Context: an optimization exercise on an open-source flow, tuned for small area. The choices shown serve that exercise and are no tape-out recipe.
Where RTL was checked, it was by simulation tests only, not by an equivalence proof against the original.

== run R ==
Design fir_ctrl, start of the top module:
module fir_ctrl
#(
    parameter   FIR_IN  = 16,
    parameter   FIR_OUT = 16
)
(
    input   wire                             sys_clk     ,
    input   wire                             sys_rst_n   ,
    input   signed  [FIR_IN  - 1:0]          data_in     ,
    input   wire                             data_valid  ,
    output  signed  [FIR_OUT - 1:0]          fir_out     ,
    output  wire                             fir_out_valid
);
    reg [15:0] x0;
    reg [15:0] x1;
    reg [15:0] x2;
    reg [15:0] x3;
    reg [15:0] x4;
    reg [15:0] x5;
    reg [15:0] x6;
    reg [15:0] x7;
    reg [15:0] x8;
    reg [15:0] x9;
    reg [15:0] x10;
    reg [15:0] x11;
    reg [15:0] x12;
    reg [15:0] x13;
    reg [15:0] x14;
    reg [15:0] x15;
    reg [15:0] x16;
    reg [15:0] x17;
    reg [15:0] x18;
    reg [15:0] x19;
    reg [15:0] x20;
    reg [15:0] x21;
    reg [15:0] x22;
    reg [15:0] x23;
    reg [15:0] x24;
    reg [15:0] x25;
    reg [15:0] x26;
    reg [15:0] x27;
    reg [15:0] x28;
    reg [15:0] x29;
    reg [15:0] x30;
    always @(posedge sys_clk) begin
        x0 <= data_in;
        x1 <= x0;
        x2 <= x1;
        x3 <= x2;
        x4 <= x3;
        x5 <= x4;
        x6 <= x5;
        x7 <= x6;
        x8 <= x7;
        x9 <= x8;
        x10 <= x9;
        x11 <= x10;
        x12 <= x11;
        x13 <= x12;
        x14 <= x13;
        x15 <= x14;
        x16 <= x15;
        x17 <= x16;
        x18 <= x17;
        x19 <= x18;
        x20 <= x19;
        x21 <= x20;
        x22 <= x21;
        x23 <= x22;
        x24 <= x23;
        x25 <= x24;
        x26 <= x25;
        x27 <= x26;
        x28 <= x27;
        x29 <= x28;
        x30 <= x29;
    end
    reg [4:0] fill;
    always @(posedge sys_clk or negedge sys_rst_n)
        if (!sys_rst_n)
            fill <= 5'd0;
        else if (fill != 5'd31)
            fill <= fill + 5'd1;
    wire v2 = fill > 5'd2;
    wire v3 = fill > 5'd3;
    wire v4 = fill > 5'd4;
    wire v6 = fill > 5'd6;
    wire v7 = fill > 5'd7;
    wire v12 = fill > 5'd12;
  ...
Settings: LEC_CHECK=0, CAP_MARGIN=20, CORE_MARGIN=2, CORE_UTILIZATION=70, PLACE_DENSITY=0.8, SLEW_MARGIN=20, SYNTH_HIERARCHICAL=1; clock period 10.0 ns.
standard.sh (not shown) runs the stock make flow with config.mk's settings and CLKGATE_MAP_FILE= SYNTH_SCRIPT=/design/flow/synth_recipe.tcl, a recipe that flattens the netlist after the stock synthesis.
==> flow/flow/run.sh <==
#!/bin/bash
# The standard layout (standard.sh, unchanged synthesis) with two changes:
# a clock tree of fewer, larger clusters without dummy loads, and the smallest
# buffer for the port buffers. The full make output goes to standard.log here.
set -euo pipefail
bash standard.sh \
  "CTS_ARGS=-sink_clustering_enable -repair_clock_nets -dont_use_dummy_load -buf_list sky130_fd_sc_hd__clkbuf_8 -sink_clustering_size 18 -sink_clustering_max_diameter 60" \
  "BUFFER_PORTS_ARGS=-buffer_cell sky130_fd_sc_hd__buf_1" \
  finish > standard.log 2>&1
Input-level comparison between run Z and run R:
Settings: swapping 0.8 for 0.9 in PLACE_DENSITY; swapping 70 for 80 in CORE_UTILIZATION.
Cmp run Z vs run R: vertical die dimension lower in run Z. On total half-perimeter wirelength after legalization and detailed placement: between run Z and run R, it ends up lower for run R. Delta (run Z minus run R): logic depth of the worst setup path including buffers increased 4.3%, signed area change from the synthesized netlist to the final layout fell 0.43 points. When run Z is set beside run R, its layout filler cell count turns out to be about 37% smaller. Run R → run Z: proportion of cell area spent on the clock network comparable; sequential fraction of total cell area now sits higher; maximum frequency now sits lower; clock latency on the worst-skew pair moved down.

---

fir_ctrl, a different RTL version from the one above (not shown whole).
Size in the first run: about 1400 cells after synthesis, about 36 I/O pins, ~25000 µm² of cells after synthesis.
## fir_ctrl
module fir_ctrl
#(
    parameter   FIR_IN  = 16,
    parameter   FIR_OUT = 16
)
(
    input   wire                             sys_clk     ,
    input   wire                             sys_rst_n   ,
    input   signed  [FIR_IN  - 1:0]          data_in     ,
    input   wire                             data_valid  ,
    output  signed  [FIR_OUT - 1:0]          fir_out     ,
    output  wire                             fir_out_valid
);
    reg [15:0] x0;
    reg [15:0] x1;
    reg [15:0] x2;
    reg [15:0] x3;
    reg [15:0] x4;
    reg [15:0] x5;
    reg [15:0] x6;
    reg [15:0] x7;
    reg [15:0] x8;
    reg [15:0] x9;
    reg [15:0] x10;
    reg [15:0] x11;
    reg [15:0] x12;
    reg [15:0] x13;
    reg [15:0] x14;
    reg [15:0] x15;
    reg [15:0] x16;
    reg [15:0] x17;
    reg [15:0] x18;
    reg [15:0] x19;
    reg [15:0] x20;
    reg [15:0] x21;
    reg [15:0] x22;
    reg [15:0] x23;
    reg [15:0] x24;
    reg [15:0] x25;
    reg [15:0] x26;
    reg [15:0] x27;
    reg [15:0] x28;
    reg [15:0] x29;
    reg [15:0] x30;
    always @(posedge sys_clk or negedge sys_rst_n)
        if (!sys_rst_n) begin
            x0 <= 16'd0;
            x1 <= 16'd0;
            x2 <= 16'd0;
            x3 <= 16'd0;
            x4 <= 16'd0;
            x5 <= 16'd0;
            x6 <= 16'd0;
            x7 <= 16'd0;
            x8 <= 16'd0;
            x9 <= 16'd0;
            x10 <= 16'd0;
  ...
export LEC_CHECK = 0
export ABC_AREA = 1
export CAP_MARGIN = 20
export CORE_MARGIN = 2
export CORE_UTILIZATION = 40
export SLEW_MARGIN = 20
export SYNTH_HIERARCHICAL = 1
create_clock -name core_clock -period 10.0 [get_ports {sys_clk}]
run.sh (not shown) runs the stock make flow with config.mk's settings and CLKGATE_MAP_FILE= SYNTH_SCRIPT=/design/flow/synth_recipe.tcl, a recipe that flattens the netlist after the stock synthesis.
Stock flow here: none of the scripts above is used.
==> next run, changes <==
CTS_BUF_LIST = sky130_fd_sc_hd__clkbuf_8   (was default)
CTS_CLUSTER_DIAMETER = 60   (was default)
CTS_CLUSTER_SIZE = 20   (was default)
=>
- hold slack is better by 0.0057 ns
- setup slack is worse by 0.017 ns
- via count went down by a few percent
Function was not checked in any run of this note: the RTL went through the layout flow alone.

-- what the ideal ports hide --
In the flow no input, the clock included, has a driving cell. The finished layouts below were timed again as built, in two steps.
Step 1 assumes that a clkbuf_16 drives the clock port and a buf_2 every other input.
Step 2 adds t to the input delays and takes it off the output delays; t is the mean of the earliest and latest rising clock arrival at the registers after step 1. Input paths then give back, and output paths get back, about the clock's delay inside the block.
Slacks: ideal ports / drivers / drivers and shift; pairs: ideal ports / drivers.
run | t, ns | setup WS [ns] | worst hold slack (ns) | worst slew at a driven data input, ns
run R | 0.612 | 0.872 / 0.872 / 0.872 | 0.291 / 0.291 / 0.291 | 0.04
run Z | 0.607 | 0.739 / 0.739 / 0.739 | 0.314 / 0.314 / 0.314 | 0.06
the first run of note 2 | 0.651 | 2.354 / 2.354 / 2.354 | 0.332 / 0.332 / 0.332 | 0.05
the second run of note 2 | 0.707 | 2.337 / 2.337 / 2.337 | 0.338 / 0.338 / 0.338 | 0.05
After both steps setup and hold are still met in every run listed.
